Source: an optimization exercise on an open RTL-to-GDS flow (aim: a short achievable clock period and few clock cycles). Production flows keep margins and buffers that such runs may drop. Where RTL was checked, it was by simulation tests only, not by an equivalence proof against the original. Function not checked in run 3: the RTL went through the layout flow alone. Power is estimated from default activity; no workload was simulated.

==> flow/design.v (outline; a module is shown in full before it is edited, if it fits) <==
// module alu: 19 lines
// module add32: 5 lines
// module inc4: 5 lines
// module eq32: 5 lines
// module mul_s1: 743 lines
// module mul_s2: 157 lines
// module rfile: 23 lines
// module mipse: 218 lines
module mipse(
input clk, rst_n,
input [32-1:0] instr,
input [32-1:0] readdata,
output reg [32-1:0] pc,
output [32-1:0] aluout,
output [32-1:0] writedata,
output memwrite);
  // ...
==> flow/flow/run.sh <==
#!/bin/bash
# The standard layout (standard.sh: the standard flow's synthesis script, so the
# same registers with the same names), with these changes to how the layout
# is made:
#  - synthesis: ADDER_MAP_FILE empty, so adders and the multiplier's
#    compressor trees are mapped by ABC like the rest of the logic instead of
#    to fa/ha cells; and ABC may not use the slow 4-input OR/NOR and the
#    non-inverting AND-OR / OR-AND cells listed in flow/synth_dont_use.txt
#    (on top of the platform's own don't-use list);
set -euo pipefail
cd "$(dirname "$0")/.."
MARGIN=$(cat flow/margin.txt)
# the platform's own don't-use list (make's command line replaces it):
# the sky130_fd_sc_hd__ cells of DONT_USE_CELLS in platforms/sky130hd/config.mk
# (the lines of that assignment: it continues while a line ends in a backslash)
PLAT=$(awk '/^export DONT_USE_CELLS \+= / {on=1} on {print; if ($0 !~ /\\$/) exit}' \
  "$FLOW_HOME/platforms/sky130hd/config.mk" | grep -o 'sky130_fd_sc_hd__[a-z0-9_]*' | tr '\n' ' ')
EXTRA=""
for c in $(cat flow/synth_dont_use.txt); do
  for s in 0 1 2 4; do EXTRA="$EXTRA sky130_fd_sc_hd__${c}_$s"; done
done
echo "synthesis don't-use list: $PLAT $EXTRA" > synth_dont_use.log
bash standard.sh ADDER_MAP_FILE= "DONT_USE_CELLS=$PLAT $EXTRA" synth > make_synth.log 2>&1
bash standard.sh SETUP_SLACK_MARGIN=$MARGIN finish > make_finish.log 2>&1
==> flow/flow/margin.txt <==
6.5
==> flow/flow/synth_dont_use.txt <==
or4 or4b or4bb nor4 nor4b nor4bb or3 or3b a21o a21bo a22o a2bb2o a211o a221o a2111o a31o a32o a311o a41o o21a o21ba o22a o2bb2a o211a o221a o2111a o31a o32a o311a o41a and4 and4b and4bb
==> flow/standard.sh <==
#!/bin/bash
# synth_recipe.tcl (not shown) runs the flow's synth.tcl, then flattens the netlist and writes it again
# the make line also repeats each setting of config.mk as NAME=value (left out here)
make -C /OpenROAD-flow-scripts/flow DESIGN_CONFIG=/design/flow/config.mk WORK_HOME=/design/flow/orfs CLKGATE_MAP_FILE= SYNTH_SCRIPT=/design/flow/synth_recipe.tcl "${@:-finish}"
==> flow/config.mk <==
export PLATFORM = sky130hd
export DESIGN_NAME = mipse
export DESIGN_NICKNAME = mipse
export VERILOG_FILES = /design/flow/design.v
export SDC_FILE = /design/flow/constraint.sdc
export NUM_CORES = 4
export LEC_CHECK = 0
export CAP_MARGIN = 20
export CORE_MARGIN = 2
export CORE_UTILIZATION = 45
export PLACE_DENSITY = 0.65
export SLEW_MARGIN = 20
export SYNTH_HIERARCHICAL = 1
==> flow/constraint.sdc <==
create_clock -name core_clock -period 10.0 [get_ports {clk}]
set_input_delay 2.0000 -clock core_clock [delete_from_list [all_inputs] [get_ports {clk}]]
set_output_delay 2.0000 -clock core_clock [all_outputs]
set_load 0.01 [all_outputs]
==> metrics.md, run 1 <==
| Metric | Value |
|---|---|
| Status | complete, no violations |
| Largest register FFs | 992 |
| Yosys warning count | 9 |
| Clock sinks | 1538 |
| FFs w/ async S/R, synth | 6.827% |
| Pint | 19.60 mW |
| Clock buffers | 217 |
| Met1 GRT Util | 42.48% |
| Diode count | 5 |
| Via/cell ratio | 6.713 |
| Clock transition at path regs | 60 ps |
| Die area | 205100 sq um |
| Num CTS Buffers | 167 |
| DP HPWL | 206400 microns |
| Sequential Power Share | 26.6% |
| Top Consumer | combinational logic |
| Number of global-route vias before repair | 73400 |
| Crit path depth | 16 |
| Comb pwr share | 54.8% |
| Mapped Avg Cell Area | 10.01 sq um |
| Clock-cell share of area | 5.352% |
| Switching Power | 14.37 mW |
| Die Y-Extent | 452.9 microns |
| Area Overhead vs Synth | 14.43% |
| Tcrit/Tclk final | 36.45% |
| Commonest non-fill, non-tap cell in the layout | edfxtp_1 |
| 1st-pass router iterations | 10 |
| Clk latency of the worst-skew pair | 840 ps |
| Fmax | 0.2744 GHz |
| Placed inst area | 93630 sq um |
| RR Endpoint | op2_E[29] |
| Register area share after synthesis | 46.69% |
| M2 GR Usage | 47.76% |
| Final Hold Slack | 350.8 ps |
| Slowest cell on the critical path | a311oi_4 |
| Top delay family on crit path | compound AO/OA/AOI/OAI gates |
| Cell mode on critical path | maj3_2 |
| Maximum VDD drop | 0.4874 mV |
| Fraction of area in multi-input gates | 44.20% |
| P per Cell Area | 327.3 nW/um^2 |
Testbench counts, summed over its fixed seeds: cycles 16,224.
==> module mipse, before the edit <==
module mipse(
input clk, rst_n,
input [32-1:0] instr,
input [32-1:0] readdata,
output reg [32-1:0] pc,
output [32-1:0] aluout,
output [32-1:0] writedata,
output memwrite);
reg [32-1:0] instrD, pcplus4D;
wire stall, mispredE, predD;
wire [32-1:0] pcplus4F;
inc4 inc4_1(.a(pc), .y(pcplus4F));
wire [32-1:0] targetD, redirE;
always @(posedge clk or negedge rst_n) begin
  if (!rst_n) pc <= 0;
  else if (mispredE) pc <= redirE;
  else if (!stall) pc <= predD ? targetD : pcplus4F;
end
reg validD;
always @(posedge clk or negedge rst_n) begin
  if (!rst_n) begin
    instrD <= 0;
    pcplus4D <= 0;
    validD <= 0;
  end else if (!stall) begin
    instrD <= instr;
    pcplus4D <= pcplus4F;
    validD <= ~mispredE;
  end
end
reg [32-1:1] sel1D, sel2D;
reg byp1D, byp2D;
wire wrM_w;
wire [5-1:0] dstM_w;
wire [5-1:0] rsF = instr[25:21], rtF = instr[20:16];
wire [5-1:0] rsH = instrD[25:21], rtH = instrD[20:16];
integer k;
always @(posedge clk) begin
  if (!stall)
    for (k = 1; k < 32; k = k + 1) begin
      sel1D[k] <= (rsF == k);
      sel2D[k] <= (rtF == k);
    end
  byp1D <= wrM_w & (dstM_w == (stall ? rsH : rsF));
  byp2D <= wrM_w & (dstM_w == (stall ? rtH : rtF));
end
wire [6-1:0] opD = instrD[31:26];
wire [5-1:0] rsD = instrD[25:21], rtD = instrD[20:16], rdD = instrD[15:11];
wire [5:0] fnD = instrD[5:0];
wire [16-1:0] immD = instrD[15:0];
wire rtypeD = (opD == 6'b000000);
wire r_aluD = rtypeD & (fnD[5:3] == 3'b100);
wire r_logD = r_aluD & fnD[2];
wire multD = rtypeD & (fnD == 6'b011000);
wire lwD = (opD == 6'b100011);
wire swD = (opD == 6'b101011);
wire gradeD = (opD == 6'b101100);
wire luiD = (opD == 6'b001111);
wire addiD = (opD == 6'b001000);
wire oriD = (opD == 6'b001101);
wire sltiD = (opD == 6'b001010);
wire beqD = (opD == 6'b000100);
wire bneD = (opD == 6'b000101);
wire branchD = beqD | bneD;
wire [5-1:0] dstD = rtypeD ? rdD : rtD;
wire wrD = validD & (lwD | r_aluD | multD | luiD | addiD | oriD | sltiD) & (dstD != 0);
wire memwD = validD & (swD | gradeD);
wire subD = (r_aluD & ~fnD[2] & fnD[1]) | sltiD;
wire logicD = r_logD | oriD | luiD;
wire [2:0] lselD = r_aluD ? {1'b0, fnD[1:0]} : oriD ? 3'd1 : 3'd4;
wire [32-1:0] immxD = oriD ? {16'b0, immD} :
                           luiD ? {immD, 16'b0} :
                           {{16{immD[15]}}, immD};
wire [32-1:0] sextD = {{16{immD[15]}}, immD};
wire [32-1:0] immaD = sltiD ? ~sextD : immxD;
wire subRD = r_aluD & ~fnD[2] & fnD[1];
add32 add32_1(.a(pcplus4D), .b({sextD[29:0], 2'b00}), .y(targetD));
assign predD = validD & branchD & immD[15];
wire usesA = ~luiD;
wire usesB = rtypeD | swD | gradeD | branchD;
wire fastA = r_logD | oriD;
wire fastB = r_logD | swD;
reg wrE, memwE, lwE, multE, branchE;
reg [5-1:0] dstE;
reg wrM, memwM, lwM, multM;
reg [5-1:0] dstM;
reg wrW;
reg [5-1:0] dstW;
reg [32-1:0] resultW, multW;
reg mulW;
wire matchAE = usesA & wrE & (dstE == rsD);
wire matchBE = usesB & wrE & (dstE == rtD);
wire matchAM = usesA & ~matchAE & wrM & (dstM == rsD);
wire matchBM = usesB & ~matchBE & wrM & (dstM == rtD);
assign stall = (matchAE & (multE | (lwE & ~fastA))) |
               (matchBE & (multE | (lwE & ~fastB))) |
               (branchD & multM & (matchAM | matchBM));
wire fAM_D = matchAE & ~lwE;
wire fARD_D = matchAE & lwE;
wire mAW_D = ~matchAE & wrM & (dstM == rsD);
wire fAW_D = mAW_D & ~multM;
wire fAX_D = mAW_D & multM;
wire fBM_D = matchBE & ~lwE;
wire fBRD_D = matchBE & lwE;
wire mBW_D = ~matchBE & wrM & (dstM == rtD);
wire fBW_D = mBW_D & ~multM;
wire fBX_D = mBW_D & multM;
wire [32-1:0] rf1, rf2;
wire [32-1:0] wdW = mulW ? multW : resultW;
rfile rfile_1(.clk(clk), .s1(sel1D), .rd1(rf1), .s2(sel2D), .rd2(rf2),
    .wd3(wdW), .a3(dstW), .we3(wrW));
wire [32-1:0] rd1D = byp1D ? wdW : rf1;
wire [32-1:0] rd2D = byp2D ? wdW : rf2;
wire [32-1:0] aluoutE, resultM, multP;
wire selRA_D = ~fAM_D & ~mAW_D;
wire selRB_D = ~fBM_D & ~mBW_D;
wire [32-1:0] opA_D = ({32{fAM_D}} & aluoutE) | ({32{fAW_D}} & resultM) |
                           ({32{fAX_D}} & multP) | ({32{selRA_D}} & rd1D);
wire [32-1:0] opB_D = ({32{fBM_D}} & aluoutE) | ({32{fBW_D}} & resultM) |
                           ({32{fBX_D}} & multP) | ({32{selRB_D}} & rd2D);
wire hE = rtypeD & fBM_D & ~subRD, hEn = rtypeD & fBM_D & subRD;
wire hM = rtypeD & fBW_D & ~subRD, hMn = rtypeD & fBW_D & subRD;
wire hX = rtypeD & fBX_D & ~subRD, hXn = rtypeD & fBX_D & subRD;
wire hR = rtypeD & selRB_D & ~subRD, hRn = rtypeD & selRB_D & subRD;
wire [32-1:0] op2_D =
  ({32{hE}} & aluoutE) | ({32{hEn}} & ~aluoutE) |
  ({32{hM}} & resultM) | ({32{hMn}} & ~resultM) |
  ({32{hX}} & multP)   | ({32{hXn}} & ~multP) |
  ({32{hR}} & rd2D)    | ({32{hRn}} & ~rd2D) |
  ({32{~rtypeD}} & immaD);
reg [32-1:0] opA_E, opB_E, op2_E, targetE;
reg subE, sltiE, logicE, gradeE, kE, predE;
reg [2:0] lselE;
reg fARD, fBRD;
always @(posedge clk) begin
  opA_E <= opA_D;
  opB_E <= opB_D;
  op2_E <= op2_D;
end
always @(posedge clk) begin
  if (!stall) begin
    targetE <= targetD;
    subE <= subD;
    sltiE <= sltiD;
    logicE <= logicD;
    lselE <= lselD;
    gradeE <= gradeD;
    kE <= bneD ^ predD;
    predE <= predD;
    dstE <= dstD;
    fARD <= fARD_D;
    fBRD <= fBRD_D;
  end
end
always @(posedge clk or negedge rst_n) begin
  if (!rst_n) begin
    wrE <= 0; memwE <= 0; lwE <= 0; multE <= 0; branchE <= 0;
  end else if (stall) begin
    wrE <= 0; memwE <= 0; lwE <= 0; multE <= 0; branchE <= 0;
  end else begin
    wrE <= wrD; memwE <= memwD; lwE <= validD & lwD; multE <= validD & multD;
    branchE <= validD & branchD;
  end
end
reg [32-1:0] aluoutM, writedataM;
reg [92-1:0] csM;
wire [32-1:0] srcA = opA_E;
wire [32-1:0] srcB = opB_E;
wire [32-1:0] op2x = op2_E;
wire [32-1:0] la = fARD ? readdata : srcA;
wire [32-1:0] lb = fBRD ? readdata : op2x;
alu alu_1(.a(srcA), .b(op2x), .la(la), .lb(lb), .sub(subE), .slti(sltiE),
    .logic_op(logicE), .lsel(lselE), .y(aluoutE));
wire [2:0] gradeoutE =
	(srcB >= 85) ? 3'd5 :
	(srcB >= 60) ? 3'd4 :
	(srcB >= 40) ? 3'd3 :
	(srcB >= 10) ? 3'd2 : 3'd1;
wire [32-1:0] wdE = gradeE ? {29'b0, gradeoutE} : fBRD ? readdata : srcB;
wire eqE;
eq32 eq32_1(.a(opA_E), .b(opB_E), .y(eqE));
assign mispredE = branchE & (eqE ^ kE);
assign redirE = predE ? pcplus4D : targetE;
wire [92-1:0] csE;
mul_s1 mul_s1_1(.a(opA_E), .b(opB_E), .cs(csE));
always @(posedge clk) begin
  aluoutM <= aluoutE;
  writedataM <= wdE;
  csM <= csE;
  dstM <= dstE;
  lwM <= lwE;
  multM <= multE;
end
assign wrM_w = wrM;
assign dstM_w = dstM;
always @(posedge clk or negedge rst_n) begin
  if (!rst_n) begin
    wrM <= 0; memwM <= 0;
  end else begin
    wrM <= wrE; memwM <= memwE;
  end
end
assign aluout = aluoutM;
assign writedata = writedataM;
assign memwrite = memwM;
mul_s2 mul_s2_1(.cs(csM), .p(multP));
assign resultM = lwM ? readdata : aluoutM;
always @(posedge clk) begin
  resultW <= resultM;
  multW <= multP;
  mulW <= multM;
  dstW <= dstM;
end
always @(posedge clk or negedge rst_n) begin
  if (!rst_n) wrW <= 0;
  else wrW <= wrM;
end
endmodule
==> inputs of run 2 (changes only) <==
--- a/flow/design.v
+++ b/flow/design.v
@@ -1033,2 +1033,3 @@
 wire subRD = r_aluD & ~fnD[2] & fnD[1];
+wire addRD = r_aluD & ~fnD[2] & ~fnD[1];
 add32 add32_1(.a(pcplus4D), .b({sextD[29:0], 2'b00}), .y(targetD));
@@ -1053,3 +1054,4 @@
                (matchBE & (multE | (lwE & ~fastB))) |
-               (branchD & multM & (matchAM | matchBM));
+               (branchD & multM & (matchAM | matchBM)) |
+               (multM & matchAM) | (multM & matchBM & ~addRD);
 wire fAM_D = matchAE & ~lwE;
@@ -1074,8 +1076,8 @@
 wire [32-1:0] opA_D = ({32{fAM_D}} & aluoutE) | ({32{fAW_D}} & resultM) |
-                           ({32{fAX_D}} & multP) | ({32{selRA_D}} & rd1D);
+                           ({32{selRA_D}} & rd1D);
 wire [32-1:0] opB_D = ({32{fBM_D}} & aluoutE) | ({32{fBW_D}} & resultM) |
-                           ({32{fBX_D}} & multP) | ({32{selRB_D}} & rd2D);
+                           ({32{selRB_D}} & rd2D);
 wire hE = rtypeD & fBM_D & ~subRD, hEn = rtypeD & fBM_D & subRD;
 wire hM = rtypeD & fBW_D & ~subRD, hMn = rtypeD & fBW_D & subRD;
-wire hX = rtypeD & fBX_D & ~subRD, hXn = rtypeD & fBX_D & subRD;
+wire hX = addRD & fBX_D;
 wire hR = rtypeD & selRB_D & ~subRD, hRn = rtypeD & selRB_D & subRD;
@@ -1084,3 +1086,3 @@
   ({32{hM}} & resultM) | ({32{hMn}} & ~resultM) |
-  ({32{hX}} & multP)   | ({32{hXn}} & ~multP) |
+  ({32{hX}} & multP)   |
   ({32{hR}} & rd2D)    | ({32{hRn}} & ~rd2D) |
==> metrics.md, run 2 <==
| Metric | Value |
|---|---|
| Post-synth EDFFs | 1102 |
| Largest net degree at the start of global routing | 84 |
| Final cell count without fillers | 11630 |
| Top cells by count, synth | edfxtp_1 (1102), a22oi_1 (1028), nor2_1 (674), nand2_1 (628), a21oi_1 (613) |
| CP endpoint kind | register |
| Final Hold Violating Endpoints | 0 |
| Setup CP Type | register to register |
| Fmax | 0.2758 GHz (+0.53%) |
| Total GRT Usage | 32.06% |
| Initial DRC count | 11570 |
| Worst Setup EP | op2_E[31] |
| DP HPWL | 208300 microns (+0.90%) |
| Fillers | 17360 |
| Vias | 78230 |
| Top delay family on crit path | compound AO/OA/AOI/OAI gates |
| Routed WL per cell | 30.08 microns |
| Final Wtd Congestion | 0.9418 |
| Simple-gate share of the synthesized area | 12.14% |
| FFs w/ async S/R, synth | 6.827% (unchanged) |
| Clock Skews | 56.93 ps |
| Clock transition at path regs | 60 ps (about the same) |
| 1st-pass router iterations | 9 (-1) |
| Mux contribution to synthesized area | 2.616% |
| Clock Tree Buf Depth | 3 |
| Worst min-delay path category | register to register |
| Via/cell ratio | 6.727 (+0.20%) |
| Power Total | 32.10 mW |
| Final Hold Slack | 345.9 ps (-4.906 ps) |
| TNS Setup | 0 ps |
| Post-Synth Adder-Cell Area | 2.944% |
| Cell mode on critical path | buf_4 |
| Top flop regs | rfile_1.rf (992), csM (92) |
| Detailed Route WL | 349800 microns |
| WP data arrival | 4390 ps |
| Hold Buf Count CTS | 0 |
| Final setup fails | 0 |
| Commonest non-fill, non-tap cell in the layout | edfxtp_1 |
| Crit. Startpoint | csM[37] |
| Synth Flop Type | edfxtp_1 |
| Crit Reg-Reg Startpoint | csM[37] |
| P per Cell Area | 313.1 nW/um^2 (-4.3%) |
| Worst Tran Pin Value | 1156 ps |
| Post-Syn Area | 90050 sq um |
| DP Cell Count | 11140 |
| Most flop-heavy register | rfile_1.rf |
| XOR/XNOR Fraction of Synth Area | 8.337% |
| R2r worst-path depth | 14 |
| Slowest cell on the critical path | xnor3_2 |
| # nets final | 8893 |
| Delay of the slowest cell on the worst path | 460 ps |
| Boundary Pins | 163 |
| Yosys warning count | 9 (unchanged) |
| Maximum VDD drop | 0.3808 mV (-22%) |
| Root Driver | clkbuf_16 |
| Final instance area | 102500 sq um |
| Core area | 199200 sq um |
| Site row count | 164 |
| Crit-path cells | xnor3_2 > buf_4 > xnor2_4 > o2111ai_2 > a311oi_2 > o21bai_2 > a31oi_4 > a311oi_4 > buf_4 > buf_6 > o311ai_4 > a22oi_2 > o211ai_1 > nand3b_1 |
| R2R Setup Slk | 6370 ps |
| Netlist cell types | 114 |
| Maxcap violations | 0 |
| PortBufs | 162 |
| Num CTS Buffers | 167 (unchanged) |
| Number of global-route vias before repair | 72240 (-1.6%) |
| Area leader, netlist | edfxtp_1 |
| TritonCTS clock tree | built |
| Post-route ant nets | 0 |
| CTS H-Tree Depth | 4 |
| Initial antenna violation count | 21 |
| Minimum clock period | 3626 ps |
| #FFs+latches synth | 1538 |
| Area Overhead vs Synth | 13.86% |
| Hold depth | 0 |
| Most numerous cell in the Yosys netlist | edfxtp_1 |
| Clk latency of the worst-skew pair | 840 ps (about the same) |
| Final design utilization | 51.46% |
| Place WS | 5380 ps |
| CP required | 10760 ps |
| Mapped Avg Cell Area | 10.09 sq um (+0.74%) |
| Most frequent cells in the layout | edfxtp_1 (1102), a22oi_1 (1023), nor2_1 (629) |
| Die Y-Extent | 451.3 microns (-0.35%) |
| Dominant cells by area after synthesis | edfxtp_1 (37%), a22oi_1 (8.6%), dfxtp_1 (7.4%) |
| Max Slew Vio Count | 0 |
| Pleak | 34.66 nW |
| RR Endpoint | op2_E[31] |
| Crit-path max FO | 5 |
| Placed inst area | 92980 sq um (-0.69%) |
| Starting Density | 45.20% |
| Min setup slack post-route | 6374 ps |
| DRC violations left | 0 |
| Layout cells sized above 1 | 15.22% |
| Tcrit/Tclk final | 36.26% (-0.19 points) |
| Slew headroom | 22.14% |
| Synth top area share | 36.75% |
| Compound-gate portion of the synthesized area | 21.57% |
| Die W | 451.3 microns |
| Clock sinks | 1538 (unchanged) |
| Register area share after synthesis | 47.02% (+0.33 points) |
| GRT overflow | 0 |
| Largest register FFs | 992 (unchanged) |
| Worst path buffer plus inverter count | 3 |
| First-pass GRT wire length | 486500 microns |
| Status | complete, no violations |
| Crit path depth | 14 (-2) |
| RSZ-0062 raised after global routing | true |
| Die area | 203700 sq um (-0.70%) |
| Crit start category | register |
| Syn Inst Count | 8926 |
| Main combinational cell family by area after synthesis | compound AO/OA/AOI/OAI gates |
## run 2: worst min-delay path by stage
stage / startpoint / end
4_1_cts: memwE / memwM
3_3_place_gp: memwE / memwM
2_1_floorplan: dstM[1] / dstW[1]
5_1_grt: memwE / memwM
3_5_place_dp: memwE / memwM
6_report: memwE / memwM
## run 2: modules after synthesis (local to each module, per instance)
module / flip-flops and latches / cells inside
eq32: 0 / 46
mul_s2: 0 / 470
mipse: 546 / 2129
alu: 0 / 624
add32: 0 / 278
mul_s1: 0 / 2656
rfile: 992 / 2636
inc4: 0 / 87
## run 2: kinds of logic after synthesis
family | count (synthesis)
compound gates | 2841
fa+ha+maj | 260
xor+xnor | 778
other cells | 1
flops | 1538
simple gates | 2274
buf+inv | 1017
mux | 217
## run 2: area by class of cell
| cell class | instances | area (sq um) | share of cell area [%] |
|---|---|---|---|
| Clock inverter | 90 | 950.9 | 0.9274 |
| Inverter | 212 | 808.3 | 0.7883 |
| Multi-Input combinational cell | 6376 | 44860 | 43.75 |
| Timing Repair Buffer | 531 | 5421 | 5.288 |
| Timing Repair inverter | 1 | 5.005 | 0.004881 |
| Antenna cell | 12 | 30.03 | 0.02929 |
| Tap cell | 2656 | 3323 | 3.241 |
| Sequential cell | 1538 | 42570 | 41.52 |
| Clock buffer | 214 | 4563 | 4.450 |
## run 2: timing repair
action,4_1_cts,5_1_grt
setup endpoints to repair,386,238
gates resized for setup,510,305
buffers inserted,75,72
endpoints found under the hold margin,0,0
pin swaps,29,95
gates cloned,7,15
## run 2: routing by layer
layer	vias to the layer above	share of wire, %	global-route usage, %
met1	37720	35	39.39
li1	33430	-	-
met4	8	8.2	22.16
met3	1419	12	7.847
met2	5654	44	49.71
met5	-	0.012	0
## run 2: worst register-to-register path, delay by kind of cell, from the launching register on
family                 cells  cell delay (ps)
AO/OA/AOI/OAI              8             1940
XOR/XNOR                   2              640
buffers and inverters      3              470
flip-flops                 1              380
AND/OR/NAND/NOR            1              130
## run 2: where the power goes
part	switching (mW)	total [mW]	internal [mW]	leakage (nW)
combinational	9.75	16.7	6.90	17.7
clock	2.71	6.29	3.58	2.68
sequential	0.808	9.16	8.35	14.3
Testbench counts of run 2, summed over its fixed seeds: cycles 16,224.
==> module alu, before the edit <==
module alu (
  input [32-1:0] a, b,
  input [32-1:0] la, lb,
  input sub, slti, logic_op,
  input [2:0] lsel,            
  output [32-1:0] y);
  wire [32-1:0] sum = a + b + {31'b0, sub};
  reg [32-1:0] ly;
  always @* begin
    case (lsel)
      3'd0: ly = la & lb;
      3'd1: ly = la | lb;
      3'd2: ly = la ^ lb;
      3'd3: ly = ~(la | lb);
      default: ly = lb;
    endcase
  end
  assign y = logic_op ? ly : slti ? {31'b0, sum[31]} : sum;
endmodule
==> module rfile, before the edit <==
module rfile (
 input clk,
 input [32-1:1] s1, s2,
 input [5-1:0] a3,
 output [32-1:0] rd1, rd2,
 input [32-1:0] wd3,
 input we3);
	reg [32-1:0] rf[1:32-1];
	reg [32-1:0] r1, r2;
	integer i;
	always @* begin
		r1 = 0;
		r2 = 0;
		for (i = 1; i < 32; i = i + 1) begin
			r1 = r1 | ({32{s1[i]}} & rf[i]);
			r2 = r2 | ({32{s2[i]}} & rf[i]);
		end
	end
	assign rd1 = r1;
	assign rd2 = r2;
	always @(posedge clk)
		if(we3 && a3 != 0) rf[a3] <= wd3;
endmodule
==> inputs of run 3 (changes only) <==
==> flow/design.v (replaced) <==
module alu (
  input [32-1:0] a, b, 
  input [6-1:0] s,
  output [32-1:0] y,
  output zero );
  assign y = s==6'b100000 ? a+b:
	  s==6'b100010 ? a-b:
	  s==6'b100100 ? a & b:
	  s==6'b100101 ? a | b:
	  s==6'b100110 ? a ^ b:
	  s==6'b100111 ? ~ (a | b):
	  b;
  assign zero = (y == 32'b0);
endmodule
module rfile (
 input clk,
 input [5-1:0] a1, a2, a3,
 output [32-1:0] rd1, rd2,
 input [32-1:0] wd3,
 input we3);
	reg [32-1:0] rf[0:32-1];
	assign rd1 = |a1 == 0 ? 0 : rf[a1];
	assign rd2 = |a2 == 0 ? 0 : rf[a2];
	always @(negedge clk) 
		if(we3) rf[a3] <= wd3;
endmodule
module mipse(
input clk, rst_n,
input [32-1:0] instr,
input [32-1:0] readdata,
output reg [32-1:0] pc,
output [32-1:0] aluout,
output [32-1:0] writedata,
output memwrite);
reg [32-1:0] pcplus4D ;
wire [32-1:0] pcplus4F ;
wire [32-1:0] pcbranchD ;
reg [32-1:0] instrD ;
wire stall;
wire btakenD;
assign pcplus4F = pc + 4;
always @(posedge clk or negedge rst_n)
begin 
   if(!rst_n) instrD <= 0;
   else if(!stall) instrD <= instr;
end
always @(posedge clk or negedge rst_n)
begin 
   if(!rst_n) pcplus4D <= 0;
   else if(!stall) pcplus4D <= pcplus4F;
end
always @(posedge clk or negedge rst_n)
begin 
   if(!rst_n) pc <= 0;
   else if(!stall & btakenD)
     pc <= pcbranchD;
   else if(!stall)
     pc <= pcplus4F;
end
wire [5-1:0] rsD, rdD, rtD, cadrW;
wire [6-1:0] opcodeD;
wire [5-1:0] shamtD;
wire [6-1:0] funcD;
wire sw_opD, addi_opD, lw_opD, alu_opD;
wire lui_opD, ori_opD, beq_opD, bne_opD, branchD;
wire grade_opD;
wire regwriteD, memtoregD;
wire [6-1:0] alucomD;
wire [16-1:0] immD;
reg [5-1:0] writeregW;
wire [32-1:0] rd1D, rd2D, rd1fD, rd2fD;
wire memwriteD;
wire slti_opD;
reg [5-1:0] rsE, rtE, rdE;
wire [32-1:0] signimmD;
reg [32-1:0] signimmE, rd1E, rd2E;
wire [32-1:0] resultW;
reg [6-1:0] alucomE;
reg regwriteE, memtoregE, alusrcE, regdstE;
reg memtoregM;
reg memwriteE;
reg regwriteW;
reg [5-1:0] writeregM;
reg regwriteM;
reg [32-1:0] aluoutM;
wire mult_opD;
reg mult_opE;
wire [32-1:0] multoutE;
reg grade_opE;
wire [2:0] gradeoutE;
reg slti_opE;
wire [5-1:0] writeregE;
wire lwstall, branchstall;
assign {opcodeD, rsD, rtD, rdD, shamtD, funcD} = instrD;
assign immD = instrD[16-1:0];
assign sw_opD = (opcodeD == 6'b101011);
assign lw_opD = (opcodeD == 6'b100011);
assign alu_opD = (opcodeD == 6'b000000) & (
		(funcD[5:3] == 3'b100)|(funcD == 6'b011000) );
assign mult_opD = (opcodeD == 6'b000000) & (funcD == 6'b011000);
assign addi_opD = (opcodeD == 6'b001000);
assign ori_opD = (opcodeD == 6'b001101);
assign lui_opD = (opcodeD == 6'b001111);
assign grade_opD = (opcodeD == 6'b101100);
assign slti_opD = (opcodeD == 6'b001010);
assign beq_opD = (opcodeD == 6'b000100);
assign bne_opD = (opcodeD == 6'b000101);
assign branchD = beq_opD | bne_opD;
assign memwriteD = sw_opD | grade_opD;
rfile rfile_1(.clk(clk), .rd1(rd1D), .a1(rsD), .rd2(rd2D), .a2(rtD),
    .wd3(resultW), .a3(writeregW), .we3(regwriteW));
assign alucomD = (addi_opD|lw_opD|sw_opD|grade_opD) ?
		6'b100000: ori_opD ? 6'b100101:
		(lui_opD) ? 6'b000001: (slti_opD) ? 6'b100010: funcD;
assign regwriteD = lw_opD | alu_opD | lui_opD | addi_opD | ori_opD | slti_opD ;
assign memtoregD = lw_opD ;
assign lwstall = ( (rsD == rtE) | (rtD == rtE) ) & memtoregE ;
assign branchstall = (branchD & regwriteE & (writeregE == rsD | writeregE == rtD)) |
				(branchD & memtoregM & (writeregM == rsD | writeregM == rtD)) ;
assign stall = lwstall | branchstall;
assign rd1fD = (rsD !=0) & (rsD == writeregM) & regwriteM  ? aluoutM: rd1D ;
assign rd2fD = (rtD !=0) & (rtD == writeregM) & regwriteM  ? aluoutM: rd2D ;
assign btakenD = beq_opD & (rd1fD == rd2fD) | bne_opD & (rd1fD != rd2fD);
assign signimmD = ori_opD ?  {16'b0,immD} :
				lui_opD ? {immD, 16'b0} :
				{{16{immD[15]}},immD} ;
assign pcbranchD = pcplus4D + {signimmD[29:0],2'b00};
always @(posedge clk) begin
  if(!stall) begin
	slti_opE <= slti_opD;
	grade_opE <= grade_opD;
	mult_opE <= mult_opD;
	rd1E <= rd1fD;
	rd2E <= rd2fD;
	signimmE <= signimmD;
	alucomE <= alucomD;
	alusrcE <= ~alu_opD;
	regdstE <= alu_opD;  end
end
always @(posedge clk or negedge rst_n) begin
	if(!rst_n) begin
		rsE <= 0;
		rtE <= 0;
		rdE <= 0;
		memtoregE <= 0;
		regwriteE <= 0;
		memwriteE <= 0; end
	else if(stall) begin
		rsE <= 0;
		rtE <= 0;
		rdE <= 0;
		memtoregE <= 0;
		regwriteE <= 0;
		memwriteE <= 0; end
	else begin
		rsE <= rsD;
		rtE <= rtD;
		rdE <= rdD;
		memtoregE <= memtoregD;
		regwriteE <= regwriteD;
		memwriteE <= memwriteD; end
end
wire [32-1:0] srcaE, writedataE, srcbE, aluoutE;
reg [32-1:0] writedataM;
reg memwriteM;
assign srcaE = regwriteM & rsE!=0 & writeregM == rsE  ? aluoutM :
				regwriteW & rsE!=0 & writeregW == rsE ? resultW : rd1E;
assign writedataE = regwriteM & rtE!=0 & writeregM == rtE ? aluoutM :
				regwriteW & rtE!=0 & writeregW == rtE ? resultW : rd2E;
assign srcbE = alusrcE ? signimmE : writedataE;
assign writeregE = regdstE ? rdE: rtE;
assign multoutE = srcaE * srcbE;
assign gradeoutE =
	(writedataE >= 85) ? 5:
	(writedataE < 85 && writedataE >= 60) ? 4:
	(writedataE < 60 && writedataE >= 40) ? 3:
	(writedataE < 40 && writedataE >= 10) ? 2:
	1;
alu alu_1(.a(srcaE), .b(srcbE), .s(alucomE), .y(aluoutE));
always @(posedge clk) begin
	if(slti_opE) aluoutM <= {31'b0,aluoutE[31]};
	else if(mult_opE) aluoutM <= multoutE;
	else aluoutM <= aluoutE;
		memtoregM <= memtoregE;
	if(grade_opE) writedataM <= {{(32-3){1'b0}}, gradeoutE};
	else writedataM <= writedataE;
		writeregM <= writeregE;
end
always @(posedge clk or negedge rst_n) begin
	if(!rst_n) begin
		regwriteM <= 0;
		memwriteM <= 0; end
	else begin
		regwriteM <= regwriteE;
		memwriteM <= memwriteE; end
end
reg [32-1:0] readdataW, aluoutW;
reg memtoregW;
assign aluout = aluoutM;
assign writedata = writedataM;
assign memwrite = memwriteM;
always @(posedge clk) begin
	readdataW <= readdata;
	aluoutW <= aluoutM;
	memtoregW <= memtoregM;
	writeregW <= writeregM;
end
always @(posedge clk or negedge rst_n) begin
	if(!rst_n) 
		regwriteW <= 0;
	else 
		regwriteW <= regwriteM;
end
assign resultW = memtoregW ? readdataW: aluoutW;
endmodule
==> flow/run.sh (new file) <==
#!/bin/bash
# synth_recipe.tcl (not shown) runs the flow's synth.tcl, then flattens the netlist and writes it again
# the make line also repeats each setting of config.mk as NAME=value (left out here)
make -C /OpenROAD-flow-scripts/flow DESIGN_CONFIG=/design/flow/config.mk WORK_HOME=/design/flow/orfs CLKGATE_MAP_FILE= SYNTH_SCRIPT=/design/flow/synth_recipe.tcl finish
--- a/flow/config.mk
+++ b/flow/config.mk
@@ -9,5 +9,3 @@
 export CORE_MARGIN = 2
-export CORE_UTILIZATION = 45
-export PLACE_DENSITY = 0.65
+export CORE_UTILIZATION = 40
 export SLEW_MARGIN = 20
-export SYNTH_HIERARCHICAL = 1
removed: flow/flow/run.sh
removed: flow/flow/margin.txt
removed: flow/flow/synth_dont_use.txt
removed: flow/standard.sh
==> metrics.md, run 3 <==
| Metric | Value |
|---|---|
| Site row count | 168 (+2.4%) |
| Synth top area share | 40.14% (+3.4 points) |
| Setup CP Type | register to register |
| CP required | 10670 ps (-90 ps) |
| Total GRT Usage | 27.47% (-4.6 points) |
| Max Slew Vio Count | 0 (unchanged) |
| RR Endpoint | pc[1] |
| FF+latch area | 39730 sq um (-6.7%) |
| CP endpoint kind | register |
| Slowest cell on the critical path | nor4_1 |
| Final cell count without fillers | 10520 (-9.5%) |
| Core area | 210000 sq um (+5.4%) |
| Crit. Startpoint | rfile_1.rf[31][26] |
| FFs w/ async S/R, synth | 8.429% (+1.6 points) |
| Post-synth EDFFs | 1131 (+2.6%) |
| Number of global-route vias before repair | 63740 (-12%) |
| Boundary Pins | 163 (unchanged) |
| Num CTS Buffers | 159 (-4.8%) |
| First-pass GRT wire length | 429000 microns (-12%) |
| RSZ-0062 raised after global routing | false |
| Initial antenna violation count | 14 (-33%) |
| Vias | 61240 (-22%) |
| Most numerous cell in the Yosys netlist | edfxtp_1 |
| Largest net degree at the start of global routing | 122 (+45%) |
| Initial DRC count | 7062 (-39%) |
| P per Cell Area | 391.8 nW/um^2 (+25%) |
| DP Cell Count | 9192 (-18%) |
| Post-Syn Area | 84610 sq um (-6.0%) |
| PortBufs | 162 (unchanged) |
| Netlist cell types | 93 (-18%) |
| Clk latency of the worst-skew pair | 830 ps (about the same) |
| Top delay family on crit path | simple AND/OR/NAND/NOR gates |
| Die W | 463.9 microns (+2.8%) |
| Largest register FFs | 1024 (+3.2%) |
| Delay of the slowest cell on the worst path | 550 ps (+90 ps) |
| Worst Tran Pin Value | 1129 ps (-26.46 ps) |
| Crit Reg-Reg Startpoint | rfile_1.rf[31][26] |
| Clock transition at path regs | 60 ps (about the same) |
| Maxcap violations | 0 (unchanged) |
| Root Driver | clkbuf_16 |
| Final Wtd Congestion | 0.9898 (+5.1%) |
| Synth Flop Type | edfxtp_1 |
| DP HPWL | 204300 microns (-1.9%) |
| Slew headroom | 24.54% (+2.4 points) |
| Layout cells sized above 1 | 18.51% (+3.3 points) |
| Top cells by count, synth | edfxtp_1 (1131), mux4_2 (640), inv_1 (571), nor2_1 (534), nand2_1 (461) |
| Hold depth | 0 (unchanged) |
| Final Hold Violating Endpoints | 0 (unchanged) |
| Clock Tree Buf Depth | 3 (unchanged) |
| TNS Setup | 0 ps (unchanged) |
| Min setup slack post-route | 206.7 ps (-6167 ps) |
| TritonCTS clock tree | built |
| Post-route ant nets | 0 (unchanged) |
| Clock sinks | 1388 (-9.8%) |
| Crit start category | register |
| Area Overhead vs Synth | 19.09% |
| Most flop-heavy register | rfile_1.rf |
| Worst min-delay path category | register to register |
| Syn Inst Count | 6290 (-30%) |
| WHS Endpoint | memtoregW |
| Status | complete, no violations |
| Mapped Avg Cell Area | 13.45 sq um (+33%) |
| Place WS | 293.6 ps (-5086 ps) |
| Starting Density | 40.29% (-4.9 points) |
| Area leader, netlist | edfxtp_1 |
| Commonest non-fill, non-tap cell in the layout | inv_1 |
| Routed WL per cell | 28.42 microns (-5.5%) |
| GRT overflow | 0 (unchanged) |
| Maximum VDD drop | 1.490 mV (+290%) |
| Die area | 215200 sq um (+5.7%) |
| DRC violations left | 0 (unchanged) |
| Final setup fails | 0 (unchanged) |
| Via/cell ratio | 5.820 (-13%) |
| Multi-input logic area | 41410 sq um (-7.7%) |
| Crit-path cells | mux4_2 > mux4_2 > nand2_1 > o21ai_0 > a22o_1 > xor2_1 > nor4_1 > nand4_1 > nor2_1 > buf_4 > xnor2_1 > nor2b_4 > nand2_1 > mux2_2 |
| #FFs+latches synth | 1388 (-9.8%) |
| Final Hold Slack | 353.9 ps (+8.026 ps) |
| Crit-path max FO | 11 (+6) |
| R2r worst-path depth | 14 (unchanged) |
| Dominant cells by area after synthesis | edfxtp_1 (40%), mux4_2 (17%), fa_1 (9.7%) |
| R2R Setup Slk | 210 ps (-6170 ps) |
| Clock Skews | 84.65 ps (+27.72 ps) |
| Worst path buffer plus inverter count | 1 (-2) |
| Register area share after synthesis | 46.91% (-0.11 points) |
| # nets final | 8301 (-6.7%) |
| Yosys warning count | 2 (-7) |
| Die Y-Extent | 463.9 microns (+2.8%) |
| Most frequent cells in the layout | inv_1 (1613), edfxtp_1 (1131), mux4_2 (640) |
| 1st-pass router iterations | 6 (-3) |
| Pleak | 41.55 nW (+20%) |
| Fillers | 18530 (+6.7%) |
| Detailed Route WL | 299000 microns (-15%) |
| WP data arrival | 10470 ps (+6080 ps) |
| CTS H-Tree Depth | 4 (unchanged) |
| Worst hold start | memtoregM |
run 3: changes by cell type in the layout (fill, tap and decap cells not counted), sizes merged, moves of 260 or more:
cell	delta
a21oi	-403
a22oi	-1013
fa	+411
inv	+1428
maj3	-260
mux4	+640
xnor2	-387
run 3: timing repair:
item | 4_1_cts | 5_1_grt
setup endpoints to repair | 0 | 3
gates resized for setup | 0 | 3
hold buffers | 0 | 0
hold endpoints to repair | 0 | 0
buffers inserted | 0 | 5
run 3: final cells by class:
class                           count  area share, %
Antenna cell                       10        0.02483
Clock buffer                      179          4.125
Clock inverter                   1136          5.287
Inverter                          588          2.198
Multi-Input combinational cell   3922          41.09
Sequential cell                  1388          39.43
Tap cell                         2805          3.483
Timing Repair Buffer              493          4.366
run 3: power by group:
group          internal [mW]  switching [mW]
registers               6.66           0.292
clock network           4.23            3.64
logic                   10.3            14.4
run 3: worst register-to-register path, stage by stage (launching register included):
cell and delay [ps]:
edfxtp_1 390, mux4_2 520, mux4_2 530, nand2_1 80, o21ai_0 230, a22o_1 320
xor2_1 170, nor4_1 550, nand4_1 170, nor2_1 350, buf_4 210, xnor2_1 90
nor2b_4 420, nand2_1 270, mux2_2 380
run 3: worst max-delay path by stage:
stage	to	slack [ps]	cells after the start
floorplan	aluoutM[31]	970	39
global placement	aluoutM[28]	220	34
detailed placement	aluoutM[28]	290	32
CTS	pc[1]	330	14
global route	aluoutM[28]	8	36
finish	pc[1]	210	14
run 3: routing by layer:
metal  vias up  global-route usage (%)  wire [microns]
li1      25700                       -               -
met1     31520                   34.64          113000
met2      3332                   44.00          143500
met3       683                   6.198           26870
met4         2                   15.00           15600
met5         -                       0              11
run 3: cell families after synthesis:
logic type	share of synthesized area (%)
buffers and inverters	4.547
adder cells (fa/ha/maj)	13.39
XOR/XNOR	2.529
multiplexers	18.96
AND/OR/NAND/NOR	6.993
AO/OA/AOI/OAI	6.665
flip-flops	46.91
run 3: through the flow:
stage	util (%)	area, sq um	power [mW]
6_report	47.99	100800	39.48
3_5_place_dp	43.43	91200	31.85
4_1_cts	47.94	100700	39.43
2_1_floorplan	-	84610	23.25
3_3_place_gp	43.36	91050	31.69
5_1_grt	47.98	100800	42.39

[what the ideal ports hide]
No port has a modelled driver above. Below, the same layouts with a new extraction and two added sets of constraints. Step 1 sets driving cells, clkbuf_16 on the clock port and buf_2 on the other inputs (assumed; they add their load-dependent delay and slew). Step 2 also shifts input and output timing later by t, the mid clock arrival at the registers, as if the neighbouring blocks saw the same clock. Slacks: no drivers / after step 1 / after step 2; pairs: no drivers / after step 1.
run | shift t [ns] | setup WS [ns] | clock arrival spread, ns | worst register clock-pin slew, ns
run 1 | 0.926 | 6.355 / 6.355 / 5.563 | 0.037 / 0.036 | 0.07 / 0.07
run 2 | 0.909 | 6.374 / 6.374 / 5.597 | 0.057 / 0.057 | 0.06 / 0.06
After both steps setup and hold are still met in every run listed. The setup slack of run 1, which loses most, moves by 0.000 ns with the drivers and by -0.792 ns with both steps.
